Source: an optimization exercise on an open RTL-to-GDS flow (aim: small area, a short achievable clock period and few clock cycles per item). Production flows keep margins and buffers that such runs may drop. Function was checked by simulation only, so behaviour that the tests miss may differ from the original.

==> flow/design.v <==
`timescale 1ns / 1ps
`default_nettype none
function automatic [3:0] g4mul(input [3:0] a, input [3:0] b);
    logic [6:0] p;
    begin
        p = ({7{b[0]}} & {3'b0, a}) ^ ({7{b[1]}} & {2'b0, a, 1'b0})
          ^ ({7{b[2]}} & {1'b0, a, 2'b0}) ^ ({7{b[3]}} & {a, 3'b0});
        g4mul = p[3:0] ^ {p[6:4], 1'b0} ^ {1'b0, p[6:4]};
    end
endfunction
function automatic [3:0] g4sq(input [3:0] x);
    g4sq = {x[3], x[1] ^ x[3], x[2], x[0] ^ x[2]};
endfunction
function automatic [3:0] g4sql(input [3:0] x);
    g4sql = {x[0] ^ x[1] ^ x[2], x[1] ^ x[2], x[0] ^ x[1], x[2] ^ x[3]};
endfunction
function automatic [3:0] g4inv(input [3:0] x);
    case (x)
        4'd0: g4inv = 4'd0;
        4'd1: g4inv = 4'd1;
        4'd2: g4inv = 4'd9;
        4'd3: g4inv = 4'd14;
        4'd4: g4inv = 4'd13;
        4'd5: g4inv = 4'd11;
        4'd6: g4inv = 4'd7;
        4'd7: g4inv = 4'd6;
        4'd8: g4inv = 4'd15;
        4'd9: g4inv = 4'd2;
        4'd10: g4inv = 4'd12;
        4'd11: g4inv = 4'd5;
        4'd12: g4inv = 4'd10;
        4'd13: g4inv = 4'd4;
        4'd14: g4inv = 4'd3;
        4'd15: g4inv = 4'd8;
        default: g4inv = 4'd0;
    endcase
endfunction
function automatic [7:0] cinv(input [7:0] a);
    logic [3:0] d, di;
    begin
        d = g4sql(a[7:4]) ^ g4mul(a[7:4], a[3:0]) ^ g4sq(a[3:0]);
        di = g4inv(d);
        cinv = {g4mul(a[7:4], di), g4mul(a[7:4] ^ a[3:0], di)};
    end
endfunction
function automatic [7:0] fwd_in(input [7:0] x);
    fwd_in = {
        x[5] ^ x[7],
        x[1] ^ x[4] ^ x[5] ^ x[6],
        x[2] ^ x[3] ^ x[5] ^ x[7],
        x[2] ^ x[3] ^ x[4] ^ x[6] ^ x[7],
        x[1] ^ x[3] ^ x[6] ^ x[7],
        x[1] ^ x[6] ^ x[7],
        x[2] ^ x[3] ^ x[5],
        x[0] ^ x[5]};
endfunction
function automatic [7:0] fwd_out(input [7:0] a);
    fwd_out = {
        a[1] ^ a[2] ^ a[3] ^ a[4],
        ~(a[4] ^ a[7]),
        ~(a[1] ^ a[2] ^ a[4] ^ a[5] ^ a[7]),
        a[0] ^ a[1] ^ a[2] ^ a[4] ^ a[5] ^ a[7],
        a[0] ^ a[4] ^ a[6],
        a[0] ^ a[1] ^ a[3],
        ~(a[0] ^ a[2]),
        ~(a[0] ^ a[4] ^ a[5] ^ a[7])};
endfunction
function automatic [7:0] inv_in(input [7:0] x);
    inv_in = {
        x[1] ^ x[2] ^ x[6] ^ x[7],
        x[1] ^ x[2] ^ x[3] ^ x[4] ^ x[5] ^ x[7],
        ~(x[0] ^ x[4] ^ x[5] ^ x[6]),
        ~(x[1] ^ x[2] ^ x[7]),
        x[0] ^ x[1] ^ x[2] ^ x[4],
        x[1] ^ x[4] ^ x[5],
        ~(x[0] ^ x[1] ^ x[5]),
        ~(x[4] ^ x[5])};
endfunction
function automatic [7:0] inv_out(input [7:0] a);
    inv_out = {
        a[1] ^ a[5],
        a[1] ^ a[2] ^ a[4] ^ a[6],
        a[1] ^ a[5] ^ a[7],
        a[2] ^ a[6] ^ a[7],
        a[2] ^ a[3],
        a[2] ^ a[3] ^ a[5] ^ a[7],
        a[4] ^ a[5] ^ a[6],
        a[0] ^ a[1] ^ a[5] ^ a[7]};
endfunction
function automatic [7:0] sbox(input [7:0] x);
    sbox = fwd_out(cinv(fwd_in(x)));
endfunction
function automatic [7:0] inv_sbox(input [7:0] x);
    inv_sbox = inv_out(cinv(inv_in(x)));
endfunction
function automatic [7:0] xtime(input [7:0] a);
    xtime = {a[6:0], 1'b0} ^ (8'h1b & {8{a[7]}});
endfunction
function automatic [31:0] inv_mix_col(input [7:0] a0, input [7:0] a1, input [7:0] a2, input [7:0] a3);
    logic [7:0] u, v, b0, b1, b2, b3, t;
    begin
        u = xtime(xtime(a0 ^ a2));
        v = xtime(xtime(a1 ^ a3));
        b0 = a0 ^ u;
        b1 = a1 ^ v;
        b2 = a2 ^ u;
        b3 = a3 ^ v;
        t = b0 ^ b1 ^ b2 ^ b3;
        inv_mix_col = {b0 ^ t ^ xtime(b0 ^ b1),
                       b1 ^ t ^ xtime(b1 ^ b2),
                       b2 ^ t ^ xtime(b2 ^ b3),
                       b3 ^ t ^ xtime(b3 ^ b0)};
    end
endfunction
function automatic [7:0] rcon(input [3:0] i);
    case (i)
        4'd1: rcon = 8'h01;
        4'd2: rcon = 8'h02;
        4'd3: rcon = 8'h04;
        4'd4: rcon = 8'h08;
        4'd5: rcon = 8'h10;
        4'd6: rcon = 8'h20;
        4'd7: rcon = 8'h40;
        4'd8: rcon = 8'h80;
        4'd9: rcon = 8'h1b;
        4'd10: rcon = 8'h36;
        default: rcon = 8'h00;
    endcase
endfunction
module decipher(
    input wire clk_in,
    input wire rst_in,
    input wire start,
    input wire [127:0] block_in,
    input wire [127:0] key_in,
    output logic [127:0] deciphered_block,
    output logic decipher_complete
);
    logic [127:0] state;     
    logic [127:0] key;       
    logic [3:0] idx;         
    logic busy;              
    logic back;              
    wire load = start & ~busy;
    logic [127:0] kb;        
    logic [7:0] rc;
    logic [127:0] knext;     
    always_comb begin
        logic [7:0] x, t;
        kb = load ? key_in : key;
        rc = load ? 8'h01 : rcon(back ? idx : idx + 4'd1);
        for (int r = 0; r < 4; r++) begin
            x = kb[127 - 8 * (4 * ((r + 1) % 4) + 3) -: 8];
            if (back & ~load)
                x = x ^ kb[127 - 8 * (4 * ((r + 1) % 4) + 2) -: 8];
            t = sbox(x) ^ (r == 0 ? rc : 8'h00);
            if (back & ~load) begin
                knext[127 - 8 * (4 * r + 3) -: 8] = kb[127 - 8 * (4 * r + 3) -: 8] ^ kb[127 - 8 * (4 * r + 2) -: 8];
                knext[127 - 8 * (4 * r + 2) -: 8] = kb[127 - 8 * (4 * r + 2) -: 8] ^ kb[127 - 8 * (4 * r + 1) -: 8];
                knext[127 - 8 * (4 * r + 1) -: 8] = kb[127 - 8 * (4 * r + 1) -: 8] ^ kb[127 - 8 * (4 * r + 0) -: 8];
                knext[127 - 8 * (4 * r + 0) -: 8] = kb[127 - 8 * (4 * r + 0) -: 8] ^ t;
            end else begin
                knext[127 - 8 * (4 * r + 0) -: 8] = kb[127 - 8 * (4 * r + 0) -: 8] ^ t;
                knext[127 - 8 * (4 * r + 1) -: 8] = kb[127 - 8 * (4 * r + 1) -: 8] ^ kb[127 - 8 * (4 * r + 0) -: 8] ^ t;
                knext[127 - 8 * (4 * r + 2) -: 8] = kb[127 - 8 * (4 * r + 2) -: 8] ^ kb[127 - 8 * (4 * r + 1) -: 8]
                                                  ^ kb[127 - 8 * (4 * r + 0) -: 8] ^ t;
                knext[127 - 8 * (4 * r + 3) -: 8] = kb[127 - 8 * (4 * r + 3) -: 8] ^ kb[127 - 8 * (4 * r + 2) -: 8]
                                                  ^ kb[127 - 8 * (4 * r + 1) -: 8] ^ kb[127 - 8 * (4 * r + 0) -: 8] ^ t;
            end
        end
    end
    logic [127:0] sub;       
    logic [127:0] mixed;
    always_comb begin
        for (int r = 0; r < 4; r++)
            for (int c = 0; c < 4; c++)
                sub[127 - 8 * (4 * r + c) -: 8] = inv_sbox(state[127 - 8 * (4 * r + (c + 4 - r) % 4) -: 8])
                                                 ^ knext[127 - 8 * (4 * r + c) -: 8];
        for (int c = 0; c < 4; c++)
            {mixed[127 - 8 * (4 * 0 + c) -: 8], mixed[127 - 8 * (4 * 1 + c) -: 8],
             mixed[127 - 8 * (4 * 2 + c) -: 8], mixed[127 - 8 * (4 * 3 + c) -: 8]} =
                inv_mix_col(sub[127 - 8 * (4 * 0 + c) -: 8], sub[127 - 8 * (4 * 1 + c) -: 8],
                            sub[127 - 8 * (4 * 2 + c) -: 8], sub[127 - 8 * (4 * 3 + c) -: 8]);
    end
    assign deciphered_block = sub;
    always_ff @(posedge clk_in) begin
        key <= knext;
        if (load)
            state <= block_in;
        else if (back)
            state <= mixed;
        else if (idx == 4'd9)
            state <= state ^ knext;
        if (rst_in) begin
            busy <= 1'b0;
            decipher_complete <= 1'b0;
        end else begin
            decipher_complete <= 1'b0;
            if (load) begin
                busy <= 1'b1;
                back <= 1'b0;
                idx <= 4'd1;
            end else if (busy) begin
                if (back) begin
                    idx <= idx - 4'd1;
                    if (idx == 4'd2) begin
                        busy <= 1'b0;
                        decipher_complete <= 1'b1;
                    end
                end else begin
                    idx <= idx + 4'd1;
                    if (idx == 4'd9)
                        back <= 1'b1;
                end
            end
        end
    end
endmodule
`default_nettype wire
make LEC_CHECK=0 CAP_MARGIN=20 CORE_MARGIN=2 CORE_UTILIZATION=40 SLEW_MARGIN=20 finish   # period 8.0 ns
run.sh (not shown) runs the stock make flow with config.mk's settings and CLKGATE_MAP_FILE= SYNTH_SCRIPT=/design/flow/synth_recipe.tcl, a recipe that flattens the netlist after the stock synthesis.
The starting point completed and failed the layout checks on max-capacitance violations, negative setup slack.
Testbench counts at the start, summed over its fixed seeds: cycles 5,120, blocks 256.
Change:
--- a/flow/design.v
+++ b/flow/design.v
@@ -140,22 +140,22 @@
     logic [127:0] key;       
     logic [3:0] idx;         
     logic busy;              
     logic back;              
-    wire load = start & ~busy;
+    logic last;              
     logic [127:0] kb;        
     logic [7:0] rc;
     logic [127:0] knext;     
     always_comb begin
         logic [7:0] x, t;
-        kb = load ? key_in : key;
-        rc = load ? 8'h01 : rcon(back ? idx : idx + 4'd1);
+        kb = busy ? key : key_in;
+        rc = busy ? rcon(back ? idx : idx + 4'd1) : 8'h01;
         for (int r = 0; r < 4; r++) begin
             x = kb[127 - 8 * (4 * ((r + 1) % 4) + 3) -: 8];
-            if (back & ~load)
+            if (busy & back)
                 x = x ^ kb[127 - 8 * (4 * ((r + 1) % 4) + 2) -: 8];
             t = sbox(x) ^ (r == 0 ? rc : 8'h00);
-            if (back & ~load) begin
+            if (busy & back) begin
                 knext[127 - 8 * (4 * r + 3) -: 8] = kb[127 - 8 * (4 * r + 3) -: 8] ^ kb[127 - 8 * (4 * r + 2) -: 8];
                 knext[127 - 8 * (4 * r + 2) -: 8] = kb[127 - 8 * (4 * r + 2) -: 8] ^ kb[127 - 8 * (4 * r + 1) -: 8];
                 knext[127 - 8 * (4 * r + 1) -: 8] = kb[127 - 8 * (4 * r + 1) -: 8] ^ kb[127 - 8 * (4 * r + 0) -: 8];
                 knext[127 - 8 * (4 * r + 0) -: 8] = kb[127 - 8 * (4 * r + 0) -: 8] ^ t;
@@ -174,45 +174,49 @@
     always_comb begin
         for (int r = 0; r < 4; r++)
             for (int c = 0; c < 4; c++)
                 sub[127 - 8 * (4 * r + c) -: 8] = inv_sbox(state[127 - 8 * (4 * r + (c + 4 - r) % 4) -: 8])
-                                                 ^ knext[127 - 8 * (4 * r + c) -: 8];
+                                                 ^ key[127 - 8 * (4 * r + c) -: 8];
         for (int c = 0; c < 4; c++)
             {mixed[127 - 8 * (4 * 0 + c) -: 8], mixed[127 - 8 * (4 * 1 + c) -: 8],
              mixed[127 - 8 * (4 * 2 + c) -: 8], mixed[127 - 8 * (4 * 3 + c) -: 8]} =
                 inv_mix_col(sub[127 - 8 * (4 * 0 + c) -: 8], sub[127 - 8 * (4 * 1 + c) -: 8],
                             sub[127 - 8 * (4 * 2 + c) -: 8], sub[127 - 8 * (4 * 3 + c) -: 8]);
     end
-    assign deciphered_block = sub;
+    assign deciphered_block = state;
     always_ff @(posedge clk_in) begin
-        key <= knext;
-        if (load)
+        if (!(busy & ~back & idx == 4'd9))
+            key <= knext;
+        if (!busy)
             state <= block_in;
         else if (back)
-            state <= mixed;
+            state <= last ? sub : mixed;
         else if (idx == 4'd9)
             state <= state ^ knext;
         if (rst_in) begin
             busy <= 1'b0;
             decipher_complete <= 1'b0;
         end else begin
             decipher_complete <= 1'b0;
-            if (load) begin
-                busy <= 1'b1;
-                back <= 1'b0;
-                idx <= 4'd1;
-            end else if (busy) begin
-                if (back) begin
-                    idx <= idx - 4'd1;
-                    if (idx == 4'd2) begin
-                        busy <= 1'b0;
-                        decipher_complete <= 1'b1;
-                    end
-                end else begin
+            if (!busy) begin
+                if (start) begin
+                    busy <= 1'b1;
+                    back <= 1'b0;
+                    last <= 1'b0;
+                    idx <= 4'd1;
+                end
+            end else if (back) begin
+                idx <= idx - 4'd1;
+                last <= idx == 4'd1;
+                if (last) begin
+                    busy <= 1'b0;
+                    decipher_complete <= 1'b1;
+                end
+            end else begin
+                if (idx == 4'd9)
+                    back <= 1'b1;
+                else
                     idx <= idx + 4'd1;
-                    if (idx == 4'd9)
-                        back <= 1'b1;
-                end
             end
         end
     end
 endmodule
What happened: The changed run finished clean. Sequential share of layout area went up by 2.4 points. Count of clock-buffer cells in the layout goes down by 2. Maximum frequency goes up by 24%. Via count goes up by 1.8%. Synthesized area rises by 9.9%. Register-to-register slack gets better by 1.2 ns. Global-route usage is lower by 1.4 points. Cell area is lower by 8.5%. Worst hold slack improved by 0.035 ns. Core utilization came out lower by 10 points. Final cell count fell by 4.4%. Sequential cell count climbs by 1. Clock skew is lower by 0.0080 ns.
Testbench counts after the change, summed over its fixed seeds: cycles 5,376, blocks 256.

-- static timing again, ports no longer ideal --
In the flow no input, the clock included, has a driving cell. The finished layouts below were timed again as built, in two steps. Step 1 assumes that a clkbuf_16 drives the clock port and a buf_2 every other input. Step 2 times the ports against the registers' clock, not the clock port: input delays grow and output delays shrink by t, the midpoint of the rising clock arrivals with the driver on. Slacks: ideal ports / drivers / drivers and shift; pairs: ideal ports / drivers.
run | t (ns) | setup WS [ns] | pins driven straight from the clock port
the first run | 0.697 | -1.632 / -1.767 / -2.143 | 1
the second run | 0.696 | 0.226 / 0.243 / -0.430 | 1
With both steps, setup timing fails in the second run, where it was met with ideal ports. For the second run, which loses most, drivers alone change the setup slack by +0.017 ns; drivers and shift together by -0.656 ns.
